From an optimization exercise on the open Yosys and OpenROAD flow, aimed at small area; shortcuts taken in it are not production practice. Where RTL was checked, it was by simulation tests only, not by an equivalence proof against the original. The clock port is modelled as an ideal driver; clocking choices that lean on that would not hold on a real chip. Power is estimated from default activity; no workload was simulated.

==> job 6970 <==
==> flow/design.v <==
module Scrambler(input clk, input rst, input bit_in, output scramb_bit);
	reg [6:0] state;
	wire feedback = state[6] ^ state[3];
	assign scramb_bit = bit_in ^ feedback;
	always @(posedge clk)
	begin
		if (rst)
			state <= 7'b1000000;
		else
			state <= {state[5:0], feedback};
	end
endmodule
module encoder(input clk, input rst, input en, input in_bit, input a_prev,
               output coded);
reg [5:0] state;
    wire a = in_bit ^ state[1] ^ state[2] ^ state[4] ^ state[5];
    wire b = a_prev ^ state[1] ^ state[5];
    assign coded = en ? a : b;
always @(posedge clk) begin
	if (rst)
		state <= 6'd0;
	else if (en)
		state <= {state[4:0], in_bit};
end
endmodule
module Interleaver(input clk, input in_bit, input [1:0] q, input [3:0] b,
                   input valid, output reg out_bit, output first);
    reg [15:0] d0;
    always @(posedge clk)
        d0 <= {d0[14:0], in_bit};
    assign first = d0[0];
    wire sel_s8_1 = (!b[3]);
    reg [7:0] line_s8_1;
    wire out_s8_1 = sel_s8_1 ? d0[15] : line_s8_1[7];
    wire li_s8_1 = sel_s8_1 ? line_s8_1[7] : d0[15];
    always @(posedge clk)
        line_s8_1 <= {line_s8_1[6:0], li_s8_1};
    wire sel_s8_2 = (q == 2'd0 && !b[0] && !b[1] && !b[2]) || (q == 2'd0 && !b[0] && b[1] && b[2]) || (q == 2'd0 && b[0] && b[1] && !b[2]) || (q == 2'd1 && !b[0] && !b[1] && b[2]) || (q == 2'd1 && b[0] && !b[1] && !b[2]) || (q == 2'd1 && b[0] && b[1] && b[2]) || (q == 2'd2 && !b[0] && b[1] && !b[2]) || (q == 2'd2 && b[0] && !b[1] && b[2]);
    reg [7:0] line_s8_2;
    wire out_s8_2 = sel_s8_2 ? out_s8_1 : line_s8_2[7];
    wire li_s8_2 = sel_s8_2 ? line_s8_2[7] : out_s8_1;
    always @(posedge clk)
        line_s8_2 <= {line_s8_2[6:0], li_s8_2};
    wire sel_s4_1 = (!b[2]);
    reg [3:0] line_s4_1;
    wire out_s4_1 = sel_s4_1 ? out_s8_2 : line_s4_1[3];
    wire li_s4_1 = sel_s4_1 ? line_s4_1[3] : out_s8_2;
    always @(posedge clk)
        line_s4_1 <= {line_s4_1[2:0], li_s4_1};
    wire sel_s4_2 = (q == 2'd0 && !b[0] && !b[1]) || (q == 2'd0 && b[0] && b[1]) || (q == 2'd1 && b[0] && !b[1]) || (q == 2'd2 && !b[0] && b[1]);
    reg [3:0] line_s4_2;
    wire out_s4_2 = sel_s4_2 ? out_s4_1 : line_s4_2[3];
    wire li_s4_2 = sel_s4_2 ? line_s4_2[3] : out_s4_1;
    always @(posedge clk)
        line_s4_2 <= {line_s4_2[2:0], li_s4_2};
    wire sel_s2_1 = (!b[1]);
    reg [1:0] line_s2_1;
    wire out_s2_1 = sel_s2_1 ? out_s4_2 : line_s2_1[1];
    wire li_s2_1 = sel_s2_1 ? line_s2_1[1] : out_s4_2;
    always @(posedge clk)
        line_s2_1 <= {line_s2_1[0:0], li_s2_1};
    wire sel_s2_2 = (q == 2'd0 && !b[0]) || (q == 2'd1 && b[0]);
    reg [1:0] line_s2_2;
    wire out_s2_2 = sel_s2_2 ? out_s2_1 : line_s2_2[1];
    wire li_s2_2 = sel_s2_2 ? line_s2_2[1] : out_s2_1;
    always @(posedge clk)
        line_s2_2 <= {line_s2_2[0:0], li_s2_2};
    wire sel_s1_1 = (!b[0]);
    reg line_s1_1;
    wire out_s1_1 = sel_s1_1 ? out_s2_2 : line_s1_1;
    wire li_s1_1 = sel_s1_1 ? line_s1_1 : out_s2_2;
    always @(posedge clk)
        line_s1_1 <= li_s1_1;
    wire sel_s1_2 = (q == 2'd0);
    reg line_s1_2;
    wire out_s1_2 = sel_s1_2 ? out_s1_1 : line_s1_2;
    wire li_s1_2 = sel_s1_2 ? line_s1_2 : out_s1_1;
    always @(posedge clk)
        line_s1_2 <= li_s1_2;
    reg [1:0] d1;
    always @(posedge clk)
        d1 <= {d1[0:0], out_s1_2};
    always @(posedge clk)
        out_bit <= valid & d1[1];
endmodule
module wifi_tx (
    input  wire clk,
    input  wire rst,         
    input  wire data_in,     
    output wire in_ready,
    output wire tx_bit
);
    reg [1:0] q;
    reg [3:0] b;
    reg       valid;         
    always @(posedge clk) begin
        if (rst) begin
            q     <= 2'd0;
            b     <= 4'd0;
            valid <= 1'b0;
        end else begin
            q <= q[1] ? 2'd0 : q + 2'd1;
            b <= b + 4'd1;
            if (q[1] && b == 4'd15)      
                valid <= 1'b1;
        end
    end
    assign in_ready = ~b[0];
    wire scramb_bit;
    wire coded;
    wire a_prev;
    Scrambler u_scr (
        .clk(clk), .rst(rst),
        .bit_in(data_in), .scramb_bit(scramb_bit)
    );
    encoder u_enc (
        .clk(clk), .rst(rst), .en(in_ready),
        .in_bit(scramb_bit), .a_prev(a_prev), .coded(coded)
    );
    Interleaver u_int (
        .clk(clk), .in_bit(coded), .q(q), .b(b),
        .valid(valid), .out_bit(tx_bit), .first(a_prev)
    );
endmodule
==> flow/flow/run.sh <==
#!/bin/bash
# The standard layout, except that the clock tree is a single clock buffer
# driving every register (see cts_single.tcl), and the ports are buffered
# with the smallest buffer.
set -euo pipefail
here=$(pwd)
export CTS_GROUPS=4
export CTS_CELL=sky130_fd_sc_hd__clkbuf_8
export PRE_CTS_TCL="$here/flow/cts_single.tcl"
export BUFFER_PORTS_ARGS="-buffer_cell sky130_fd_sc_hd__buf_1"
bash standard.sh > "$here/standard.log" 2>&1
==> flow/flow/cts_single.tcl <==
# Sourced by ORFS's cts.tcl just before it runs clock_tree_synthesis: replace
# that command with a flat clock tree. The clock pins are split into
# CTS_GROUPS groups by location (k-means), and each group gets one buffer of
# type CTS_CELL, driven straight from the clock port and placed at the
# middle of its group (the detailed placement that follows in cts.tcl
# legalises it).
set cts_groups 4
set cts_cell sky130_fd_sc_hd__clkbuf_8
if { [info exists ::env(CTS_GROUPS)] } { set cts_groups $::env(CTS_GROUPS) }
if { [info exists ::env(CTS_CELL)] } { set cts_cell $::env(CTS_CELL) }

rename clock_tree_synthesis orfs_clock_tree_synthesis
proc clock_tree_synthesis { args } {
  global cts_groups cts_cell
  set block [ord::get_db_block]
  set clk_port [lindex [get_property [lindex [all_clocks] 0] sources] 0]
  set clk_net [$block findNet [get_full_name $clk_port]]
  set master [[ord::get_db] findMaster $cts_cell]

  set sinks {}
  foreach it [$clk_net getITerms] {
    set loc [[$it getInst] getLocation]
    lappend sinks [list $it [lindex $loc 0] [lindex $loc 1]]
  }
  set n [llength $sinks]
  set k $cts_groups
  # k-means, seeded with sinks spread along the sorted x order
  set sorted [lsort -integer -index 1 $sinks]
  set cx {}
  set cy {}
  for { set g 0 } { $g < $k } { incr g } {
    set s [lindex $sorted [expr {int(($g + 0.5) * $n / $k)}]]
    lappend cx [lindex $s 1]
    lappend cy [lindex $s 2]
  }
  for { set iter 0 } { $iter < 50 } { incr iter } {
    set assign {}
    foreach s $sinks {
      set best 0
      set bd -1
      for { set g 0 } { $g < $k } { incr g } {
        set d [expr {abs([lindex $s 1] - [lindex $cx $g]) + abs([lindex $s 2] - [lindex $cy $g])}]
        if { $bd < 0 || $d < $bd } { set bd $d; set best $g }
      }
      lappend assign $best
    }
    for { set g 0 } { $g < $k } { incr g } {
      set sx 0; set sy 0; set m 0
      foreach s $sinks a $assign {
        if { $a == $g } {
          set sx [expr {$sx + [lindex $s 1]}]
          set sy [expr {$sy + [lindex $s 2]}]
          incr m
        }
      }
      if { $m > 0 } {
        lset cx $g [expr {$sx / $m}]
        lset cy $g [expr {$sy / $m}]
      }
    }
  }
  for { set g 0 } { $g < $k } { incr g } {
    set buf [odb::dbInst_create $block $master clkbuf_root_$g]
    set net [odb::dbNet_create $block clk_root_$g]
    $net setSigType CLOCK
    set m 0
    foreach s $sinks a $assign {
      if { $a == $g } {
        set it [lindex $s 0]
        $it disconnect
        $it connect $net
        incr m
      }
    }
    [$buf findITerm A] connect $clk_net
    [$buf findITerm X] connect $net
    $buf setLocation [lindex $cx $g] [lindex $cy $g]
    $buf setPlacementStatus PLACED
    puts "cts_single: clkbuf_root_$g ($cts_cell) drives $m clock pins"
  }
  set_propagated_clock [all_clocks]
}
==> flow/standard.sh <==
#!/bin/bash
# synth_recipe.tcl (not shown) runs the flow's synth.tcl, then flattens the netlist and writes it again
# the make line also repeats each setting of config.mk as NAME=value (left out here)
make -C /OpenROAD-flow-scripts/flow DESIGN_CONFIG=/design/flow/config.mk WORK_HOME=/design/flow/orfs CLKGATE_MAP_FILE= SYNTH_SCRIPT=/design/flow/synth_recipe.tcl "${@:-finish}"
==> flow/config.mk <==
export PLATFORM = sky130hd
export DESIGN_NAME = wifi_tx
export DESIGN_NICKNAME = wifi_tx
export VERILOG_FILES = /design/flow/design.v
export SDC_FILE = /design/flow/constraint.sdc
export NUM_CORES = 4
export LEC_CHECK = 0
export CAP_MARGIN = 20
export CORE_MARGIN = 2
export CORE_UTILIZATION = 40
export SLEW_MARGIN = 20
==> flow/constraint.sdc <==
create_clock -name core_clock -period 5.0 [get_ports {clk}]
set_input_delay 1.0000 -clock core_clock [delete_from_list [all_inputs] [get_ports {clk}]]
set_output_delay 1.0000 -clock core_clock [all_outputs]
set_load 0.01 [all_outputs]
==> job 9617 (differences from job 6970) <==
==> flow/run.sh (new file) <==
#!/bin/bash
# synth_recipe.tcl (not shown) runs the flow's synth.tcl, then flattens the netlist and writes it again
# the make line also repeats each setting of config.mk as NAME=value (left out here)
make -C /OpenROAD-flow-scripts/flow DESIGN_CONFIG=/design/flow/config.mk WORK_HOME=/design/flow/orfs CLKGATE_MAP_FILE= SYNTH_SCRIPT=/design/flow/synth_recipe.tcl finish
CTS_BUF_LIST = sky130_fd_sc_hd__clkbuf_16   (was default)
CTS_CLUSTER_DIAMETER = 500   (was default)
CTS_CLUSTER_SIZE = 70   (was default)
removed: flow/flow/run.sh
removed: flow/flow/cts_single.tcl
removed: flow/standard.sh
==> job 1024 (differences from job 6970) <==
--- a/flow/design.v
+++ b/flow/design.v
@@ -2,7 +2,7 @@
 	reg [6:0] state;
 	wire feedback = state[6] ^ state[3];
 	assign scramb_bit = bit_in ^ feedback;
-	always @(posedge clk)
+	always @(posedge clk, posedge rst)
 	begin
 		if (rst)
 			state <= 7'b1000000;
@@ -16,7 +16,7 @@
     wire a = in_bit ^ state[1] ^ state[2] ^ state[4] ^ state[5];
     wire b = a_prev ^ state[1] ^ state[5];
     assign coded = en ? a : b;
-always @(posedge clk) begin
+always @(posedge clk, posedge rst) begin
 	if (rst)
 		state <= 6'd0;
 	else if (en)
@@ -93,7 +93,7 @@
     reg [1:0] q;
     reg [3:0] b;
     reg       valid;         
-    always @(posedge clk) begin
+    always @(posedge clk, posedge rst) begin
         if (rst) begin
             q     <= 2'd0;
             b     <= 4'd0;
==> flow/run.sh (new file) <==
#!/bin/bash
# synth_recipe.tcl (not shown) runs the flow's synth.tcl, then flattens the netlist and writes it again
# the make line also repeats each setting of config.mk as NAME=value (left out here)
make -C /OpenROAD-flow-scripts/flow DESIGN_CONFIG=/design/flow/config.mk WORK_HOME=/design/flow/orfs CLKGATE_MAP_FILE= SYNTH_SCRIPT=/design/flow/synth_recipe.tcl finish
removed: flow/flow/run.sh
removed: flow/flow/cts_single.tcl
removed: flow/standard.sh
==> comparison table <==
| item | job 6970 | job 1024 | job 9617 |
|---|---|---|---|
| Min cycle time layout | - | 2.902 ns | 2.830 ns |
| Critical path required time | - | 4.00 ns | 4.00 ns |
| Routed length on met1 | - | 1384 um | 1257 um |
| Number of cells traversed by the worst register-to-register path | - | 5 | 5 |
| Master cell of the clock root buffer | - | sky130_fd_sc_hd__clkbuf_8 | sky130_fd_sc_hd__clkbuf_16 |
| GRT Resource Usage Total | - | 11.41% | 11.09% |
| Top sig layer | - | met4 | met4 |
| Global placement routability congestion | 0.8095 | 0.7253 | 0.7565 |
| Post-cts hold buffer count | - | 0 | 0 |
| Clock buffers created by TritonCTS | - | 9 | 9 |
| Number of nets with antenna violations after routing | - | 0 | 0 |
| Run status | stopped before the end | timing/DRC/antenna clean | timing/DRC/antenna clean |
| Stage where the flow stopped | clock tree synthesis (4_1_cts) | - | - |
| Maximum vdd drop | - | 0.1931 mV | 0.2586 mV |
| Origin of the critical flop-to-flop path | - | b[0] | b[0] |
| Post-layout instance count excluding filler cells | - | 234 | 250 |
| Number of DRC violations after detailed-routing iteration 0 | - | 33 | 54 |
| Worst Hold Endpoint | - | u_int.line_s8_2[4] | u_int.d0[6] |
| Worst setup path class | - | register to output pin | register to output pin |
| Number of global-route vias before repair | - | 1051 | 1064 |
| M2 GR Usage | - | 16.09% | 15.18% |
| Comb. pwr | - | 0.0532 mW | 0.160 mW |
| Share of cell area taken by multi-input logic gates | - | 24.06% | 25.56% |
| Pin count of the biggest net entering global routing | - | 24 | 26 |
| Routed length per instance | - | 12.09 um | 10.61 um |
No functional check of the RTL was part of job 6970 and job 9617.

[static timing again, ports no longer ideal]
The flow's constraints put no driver on any port. The routed layouts listed below were extracted and timed again, unchanged, in two steps.
Step 1 assumes that a clkbuf_16 drives the clock port and a buf_2 every other input.
Step 2 times the ports against the registers' clock, not the clock port: input delays grow and output delays shrink by t, the midpoint of the rising clock arrivals with the driver on.
Three values: ideal, step 1, step 2; two values: the first two.
run	t, ns	setup slack, ns	worst register clock-pin slew, ns	cell pins on the clock port's net
job 9617	0.353	2.170 / 2.138 / 2.491	0.05 / 0.05	1
job 1024	0.357	2.098 / 2.070 / 2.428	0.07 / 0.07	1
After both steps every run listed still meets setup and hold.
